Source: an optimization exercise on an open RTL-to-GDS flow (aim: small area). Production flows keep margins and buffers that such runs may drop. At most, simulation tests tie the RTL to the original design; equivalence was not proved. Power and IR drop assume default switching activity.

==> module segment_clock, before the edit <==
module segment_clock(
	input clk, en_1k, reset, started,
	input key, key_1, key_2, key_3, key_4,	 
	output par,	 
	output [15:0] led,
	output [7:0] seg_data, seg_com
);
	reg [3:0] c_1s, c_1m, c_10m, c_1h, c_10h, c_1d, c_10d;
	reg [2:0] c_10s;
	reg [2:0] sel_count;
	reg [3:0] cur;
	reg n_1s, n_1h, n_10h, n_1d, n_10d;	 
	wire p_1s = ~n_1s, p_1h = ~n_1h, p_10h = ~n_10h, p_1d = ~n_1d, p_10d = ~n_10d;
	wire inc_1s   = en_1k & p_1s;
	wire rise_1s  = inc_1s & (c_1s == 4'd9);
	wire rise_10s = rise_1s & (c_10s == 3'd5);
	wire rise_1m  = rise_10s & (c_1m == 4'd9);
	genvar g;
	generate for (g = 0; g < 8; g = g + 1) begin : com
		assign seg_com[g] = started & (sel_count != ((g + 1) % 8));
	end endgenerate
	assign par = sel_count[0];
	segment_decode dec(.data(cur), .seg_data(seg_data));
	wire [3:0] eq = {4{started}} &
		{c_10m == c_10d, c_1m == c_1d, {1'b0, c_10s} == c_10h, c_1s == c_1h};
	assign led = {eq[3], eq[3], eq[2], eq[2], eq[1], eq[1], eq[0], eq[0],
	              eq[3], eq[3], eq[2], eq[2], eq[1], eq[1], eq[0], eq[0]};
	reg [3:0] nxt;
	always @(*) begin
		case (sel_count)
			3'd0 : nxt = c_1s;
			3'd1 : nxt = {1'b0, c_10s};
			3'd2 : nxt = c_1m;
			3'd3 : nxt = c_10m;
			3'd4 : nxt = (c_1h > 4'd9) ? 4'd9 : c_1h;
			3'd5 : nxt = c_10h;
			3'd6 : nxt = c_1d;
			default : nxt = c_10d;
		endcase
	end
	always @(posedge clk or negedge reset) begin
		if (~reset) begin
			sel_count <= 0;
			cur <= 4'd15;
			n_1s <= 1; n_1h <= 1; n_10h <= 1; n_1d <= 1; n_10d <= 1;
		end
		else if (en_1k) begin
			sel_count <= sel_count + 1'b1;
			cur <= started ? nxt : 4'd15;
			n_1s <= ~key;
			n_1h <= ~key_1; n_10h <= ~key_2; n_1d <= ~key_3; n_10d <= ~key_4;
		end
	end
	always @(posedge clk or negedge reset) begin
		if (~reset) begin
			c_1s <= 0; c_10s <= 0; c_1m <= 0; c_10m <= 0;
			c_1h <= 0; c_10h <= 0; c_1d <= 0; c_10d <= 0;
		end
		else begin
			if (inc_1s)   c_1s  <= (c_1s == 4'd9) ? 4'd0 : c_1s + 1'b1;
			if (rise_1s)  c_10s <= (c_10s == 3'd5) ? 3'd0 : c_10s + 1'b1;
			if (rise_10s) c_1m  <= (c_1m == 4'd9) ? 4'd0 : c_1m + 1'b1;
			if (rise_1m)  c_10m <= (c_10m == 4'd9) ? 4'd0 : c_10m + 1'b1;
			if (en_1k & p_1h)  c_1h  <= (c_10h == 4'd9) ? 4'd0 : c_1h + 1'b1;
			if (en_1k & p_10h) c_10h <= (c_10h == 4'd9) ? 4'd0 : c_10h + 1'b1;
			if (en_1k & p_1d)  c_1d  <= (c_1d == 4'd9) ? 4'd0 : c_1d + 1'b1;
			if (en_1k & p_10d) c_10d <= (c_10d == 4'd9) ? 4'd0 : c_10d + 1'b1;
		end
	end
endmodule
Settings: LEC_CHECK=0, ABC_AREA=1, CAP_MARGIN=20, CORE_MARGIN=2, CORE_UTILIZATION=40, SLEW_MARGIN=20; clock period 40.0 ns.
standard.sh (not shown) runs the stock make flow with config.mk's settings and CLKGATE_MAP_FILE= SYNTH_SCRIPT=/design/flow/synth_recipe.tcl, a recipe that flattens the netlist after the stock synthesis.
==> flow/flow/run.sh <==
#!/bin/bash
# Layout flow: the standard synthesis, then the combinational logic of
# the synthesised netlist is mapped again by ABC for area with several
# scripts (the registers, their names and cell types are kept); each result
# is checked equivalent to the standard netlist by SAT, the smallest is
# kept, and the standard layout runs on it with the settings of
# flow/layout.env (port buffer cell, clock tree options).
set -uo pipefail
W=$(pwd)
R=$W/orfs/results/$FLOW_PLATFORM/top/base
LIB=$FLOW_HOME/platforms/$FLOW_PLATFORM/lib/sky130_fd_sc_hd__tt_025C_1v80.lib
PCFG=$FLOW_HOME/platforms/$FLOW_PLATFORM/config.mk

bash standard.sh synth > $W/synth.log 2>&1 || exit 1
cp $R/1_2_yosys.v $W/std_synth.v

DU=$(sed -n '/DONT_USE_CELLS/,/^$/p' $PCFG | grep -o 'sky130_fd_sc_hd__[a-z0-9_]*' | sed 's/^/-dont_use /' | tr '\n' ' ')
SEQL=$(grep -o "sky130_fd_sc_hd__\(df\|edf\|sdf\|dl[rx]\)[a-z0-9_]*" $W/std_synth.v | sort -u)
SEQ=$(echo $SEQL | tr '\n' ' ')
SEL=$(for s in $SEQL; do echo -n "t:$s "; done)
regs() { grep -o "sky130_fd_sc_hd__\(df\|edf\|sdf\|dl[rx]\)[a-z0-9_]* [^ ]*" $1 | sort | md5sum; }
R0=$(regs $W/std_synth.v)

one() {
  i=$1; S=$2; C=$W/resynth_$i.v
  yosys -p "read_liberty -ignore_miss_func $LIB; blackbox $SEQ; read_verilog $W/std_synth.v; hierarchy -top top; flatten; rename -hide w:_*; opt_clean -purge; abc -liberty $LIB $DU -script +$(echo "$S" | sed 's/ /,/g'); opt_clean -purge; hilomap -singleton -hicell sky130_fd_sc_hd__conb_1 HI -locell sky130_fd_sc_hd__conb_1 LO; insbuf -buf sky130_fd_sc_hd__buf_1 A X; splitnets; opt_clean -purge; hierarchy -top top; select -assert-none t:\$lut; stat -liberty $LIB; write_verilog -noattr -nohex -nodec $C" > $W/resynth_$i.log 2>&1 || { echo "script $i [$S]: failed" > $W/res_$i.txt; return; }
  a=$(grep "Chip area" $W/resynth_$i.log | tail -1 | awk '{print $NF}')
  yosys -p "read_liberty -ignore_miss_func $LIB; blackbox $SEQ; read_verilog $W/std_synth.v; rename top gold; read_verilog $C; rename top gate; hierarchy; flatten gold gate; opt_clean -purge; expose -cut -evert $SEL; miter -equiv -flatten -make_assert gold gate miter; hierarchy -top miter; sat -verify -prove-asserts miter" > $W/equiv_$i.log 2>&1
  ok=$?
  same=no; [ "$(regs $C)" == "$R0" ] && same=yes
  echo "script $i [$S]: area $a equiv_exit $ok regs_same $same" > $W/res_$i.txt
}

i=0; pids=()
while read -r S; do
  [ -z "$S" ] && continue
  i=$((i+1))
  one $i "$S" &
  pids+=($!)
  if [ ${#pids[@]} -ge ${NUM_CORES:-4} ]; then wait ${pids[0]}; pids=("${pids[@]:1}"); fi
done < $W/flow/abc_scripts.txt
wait

best=$W/std_synth.v
best_area=$(yosys -p "read_liberty -lib $LIB; read_verilog $W/std_synth.v; hierarchy -top top; stat -liberty $LIB" 2>&1 | grep "Chip area" | awk '{print $NF}')
echo "standard: $best_area" > $W/resynth_summary.txt
for f in $(ls $W/res_*.txt | sort -V); do
  cat $f >> $W/resynth_summary.txt
  j=$(basename $f .txt | cut -d_ -f2)
  read a ok same < <(sed -n 's/.*area \([0-9.]*\) equiv_exit \([0-9]*\) regs_same \([a-z]*\).*/\1 \2 \3/p' $f)
  [ -z "${a:-}" ] && continue
  if [ "$ok" == "0" ] && [ "$same" == "yes" ] && awk "BEGIN{exit !($a < $best_area)}"; then
    best=$W/resynth_$j.v; best_area=$a
  fi
done
echo "chosen: $best $best_area" >> $W/resynth_summary.txt

cp $best $R/1_2_yosys.v
touch $R/1_2_yosys.v
set -a; source $W/flow/layout.env; set +a
bash standard.sh finish > $W/layout.log 2>&1
Other scripts of this flow, unchanged in this note and not shown: flow/flow/abc_scripts.txt, flow/flow/layout.env
The baseline produced a clean layout.
==> next run, changes <==
--- a/flow/design.v
+++ b/flow/design.v
@@ -54,8 +54,7 @@
 	reg [2:0] c_10s;
 	reg [2:0] sel_count;
 	reg [3:0] cur;
-	reg n_1s, n_1h, n_10h, n_1d, n_10d;	 
-	wire p_1s = ~n_1s, p_1h = ~n_1h, p_10h = ~n_10h, p_1d = ~n_1d, p_10d = ~n_10d;
+	reg p_1s, p_1h, p_10h, p_1d, p_10d;
 	wire inc_1s   = en_1k & p_1s;
 	wire rise_1s  = inc_1s & (c_1s == 4'd9);
 	wire rise_10s = rise_1s & (c_10s == 3'd5);
@@ -87,13 +86,13 @@
 		if (~reset) begin
 			sel_count <= 0;
 			cur <= 4'd15;
-			n_1s <= 1; n_1h <= 1; n_10h <= 1; n_1d <= 1; n_10d <= 1;
+			p_1s <= 0; p_1h <= 0; p_10h <= 0; p_1d <= 0; p_10d <= 0;
 		end
 		else if (en_1k) begin
 			sel_count <= sel_count + 1'b1;
 			cur <= started ? nxt : 4'd15;
-			n_1s <= ~key;
-			n_1h <= ~key_1; n_10h <= ~key_2; n_1d <= ~key_3; n_10d <= ~key_4;
+			p_1s <= key;
+			p_1h <= key_1; p_10h <= key_2; p_1d <= key_3; p_10d <= key_4;
 		end
 	end
 	always @(posedge clk or negedge reset) begin
Outcome:
- synthesized cell count grows by about 2.3%
- final area hardly moves
- sequential share of layout area stays flat
- final cell count grows by about 1.6%
- core utilization stays flat
- total power is higher by about 0.7%
- routed wire length went up by about 4.4%
- non-clock buffer count drops by 1
- hold slack barely changes
- die area hardly moves
Only the layout flow was run in the second run of this note; the RTL was not checked for function there.

-- port drivers added, routing unchanged --
Ports are ideal in the flow. The routed layouts listed here were re-timed in OpenROAD. Step 1 assumes that a clkbuf_16 drives the clock port and a buf_2 every other input. Step 2 times the ports against the registers' clock, not the clock port: input delays grow and output delays shrink by t, the midpoint of the rising clock arrivals with the driver on. Slacks: ideal ports / drivers / drivers and shift; pairs: ideal ports / drivers.
| run | t, ns | setup WS [ns] | latest minus earliest clock arrival (ns) | worst slew at a driven data input, ns |
|---|---|---|---|---|
| the first run | 0.383 | 29.602 / 29.569 / 29.952 | 0.035 / 0.034 | 0.03 |
| the second run | 0.398 | 29.273 / 29.240 / 29.638 | 0.021 / 0.021 | 0.04 |
After both steps setup and hold are still met in every run listed.
